Background: an optimization exercise with open tools, aiming at small area, a short achievable clock period and few clock cycles per item. Do not read the settings as production practice. Function was checked by simulation only, so behaviour that the tests miss may differ from the original. Power figures rest on the tool's default switching activity, not on a simulated workload.

==> flow/design.v (excerpt) <==
module mlp_top (
    input  wire        clk,
    input  wire        reset_n,
    input  wire        ser_data,
    input  wire        data_ready,
    input  wire [1:0]  mode,
    output wire [18:0] w_addr,
    output wire        w_we,
    output wire [7:0]  w_wdata,
    input  wire [7:0]  w_rdata,
    output wire [9:0]  n_addr,
    output wire        n_we,
    output wire [7:0]  n_wdata,
    input  wire [7:0]  n_rdata,
    output wire [9:0]  b_addr,
    output wire        b_we,
    output wire [7:0]  b_wdata,
    input  wire [7:0]  b_rdata,
    output wire [9:0]  p1_addr,
    output wire        p1_we,
    output wire [7:0]  p1_wdata,
    input  wire [7:0]  p1_rdata,
    output wire [9:0]  p2_addr,
    output wire        p2_we,
    output wire [7:0]  p2_wdata,
    input  wire [7:0]  p2_rdata,
    output wire [3:0]  result_data,
    output wire        result_valid,
    output wire [7:0]  result_score
);
==> flow/config.mk <==
export PLATFORM = sky130hd
export DESIGN_NAME = mlp_top
export DESIGN_NICKNAME = mlp_top
export VERILOG_FILES = /design/flow/design.v
export SDC_FILE = /design/flow/constraint.sdc
export NUM_CORES = 4
export LEC_CHECK = 0
export CAP_MARGIN = 20
export CORE_MARGIN = 2
export CORE_UTILIZATION = 40
export SETUP_SLACK_MARGIN = 4.4
export SLEW_MARGIN = 20
export TNS_END_PERCENT = 10
==> flow/constraint.sdc <==
create_clock -name core_clock -period 7.0 [get_ports {clk}]
set_input_delay 1.4000 -clock core_clock [delete_from_list [all_inputs] [get_ports {clk}]]
set_output_delay 1.4000 -clock core_clock [all_outputs]
set_load 0.01 [all_outputs]
standard.sh (not shown) runs the stock make flow with config.mk's settings and CLKGATE_MAP_FILE= SYNTH_SCRIPT=/design/flow/synth_recipe.tcl, a recipe that flattens the netlist after the stock synthesis.
==> flow/flow/run.sh <==
#!/bin/bash
# The standard layout (standard.sh) with two changes:
# - buffer_ports puts buf_1 on every input and output port, in place of the
#   cell it would pick by itself; timing repair still resizes it where
#   timing needs;
# - clock tree synthesis builds the tree from a clkbuf_16 root and clkbuf_8
#   buffers, without dummy loads.
# The make run's full output goes to standard.log; ORFS keeps each step's
# own log under orfs/logs/.
set -euo pipefail
export BUFFER_PORTS_ARGS="-buffer_cell sky130_fd_sc_hd__buf_1"
export CTS_ARGS="-sink_clustering_enable -repair_clock_nets -dont_use_dummy_load -root_buf sky130_fd_sc_hd__clkbuf_16 -buf_list sky130_fd_sc_hd__clkbuf_8"
bash standard.sh > standard.log 2>&1
Testbench counts at the start, summed over its fixed seeds: cycles 2,307,584, images 8.
Change:
--- a/flow/config.mk
+++ b/flow/config.mk
@@ -9,5 +9,5 @@
 export CORE_MARGIN = 2
 export CORE_UTILIZATION = 40
-export SETUP_SLACK_MARGIN = 4.4
+export PLACE_DENSITY = 0.75
+export SETUP_SLACK_MARGIN = 4.3
 export SLEW_MARGIN = 20
-export TNS_END_PERCENT = 10
After rerunning:
- The new run passed the timing, DRC and antenna checks
- sequential cell count does not change
- utilization stays flat
- design area is about the same
- combinational power barely changes
- critical path depth increases by 2
- fmax is lower by about 1%
- hold slack improved by 0.012 ns
- worst setup slack gets worse by 0.028 ns
- clock-buffer cell count is unchanged
- first-iteration DRC count grows by about 23%
- routed wire length falls by about 2.5%
Change:
--- a/flow/config.mk
+++ b/flow/config.mk
@@ -9,5 +9,4 @@
 export CORE_MARGIN = 2
 export CORE_UTILIZATION = 40
-export PLACE_DENSITY = 0.75
 export SETUP_SLACK_MARGIN = 4.3
 export SLEW_MARGIN = 20
=> Fmax rose by 1.2%; global-route usage fell by 0.23 points; non-clock buffer count does not change; routed wire length fell by 0.90%; flip-flop and latch count is unchanged; total power fell by 1.4%; worst setup slack improves by 0.033 ns.
Change:
--- a/flow/config.mk
+++ b/flow/config.mk
@@ -9,4 +9,5 @@
 export CORE_MARGIN = 2
 export CORE_UTILIZATION = 40
+export GPL_TIMING_DRIVEN = 1
 export SETUP_SLACK_MARGIN = 4.3
 export SLEW_MARGIN = 20
Result: The changed run passed the timing, DRC and antenna checks; global-route usage stays the same; final area is unchanged; critical path depth does not change.

* * *

mlp_top again, from the RTL that the note above started with.
clock: 7.0 ns
lec_check: 0
cap_margin: 20
core_margin: 2
core_utilization: 40
setup_slack_margin: 4.3
slew_margin: 20
tns_end_percent: 10
Scripts as last shown in full above: flow/flow/run.sh
The starting point completed with no timing, DRC or antenna violations.
Testbench counts at the start, summed over its fixed seeds: cycles 2,307,584, images 8.
Next try:
Settings changed: SETUP_SLACK_MARGIN 4.3 to 4.2, TNS_END_PERCENT 10 to not set.
After rerunning: Global-route usage goes up by 0.22 points; combinational power climbs by about 2%; non-clock buffer count went up by 5; power went up by 0.85%; via count grows by about 0.7%.

-- port drivers added, routing unchanged --
The results above use ideal ports. As a check the final layouts listed here were re-extracted and re-timed, cells and wires unchanged. Step 1 sets driving cells, clkbuf_16 on the clock port and buf_2 on the other inputs (assumed; they add their load-dependent delay and slew). Step 2 moves the port delays by t, midway between the first and last clock arrival at a register: inputs arrive t later, outputs are due t later. That takes back most of the time a late clock gives input paths. Slacks: no drivers / after step 1 / after step 2; pairs: no drivers / after step 1.
run	t (ns)	setup WS [ns]	worst register clock-pin slew, ns
the first run of note 1	0.407	4.293 / 4.293 / 4.293	0.08 / 0.08
the second run of note 1	0.402	4.265 / 4.265 / 4.265	0.09 / 0.09
the third run of note 1	0.399	4.298 / 4.298 / 4.298	0.08 / 0.08
the fourth run of note 1	0.399	4.298 / 4.298 / 4.298	0.08 / 0.08
the first run of note 2	0.399	4.271 / 4.271 / 4.271	0.08 / 0.08
the second run of note 2	0.403	4.243 / 4.243 / 4.243	0.07 / 0.07
After both steps setup and hold are still met in every run listed.
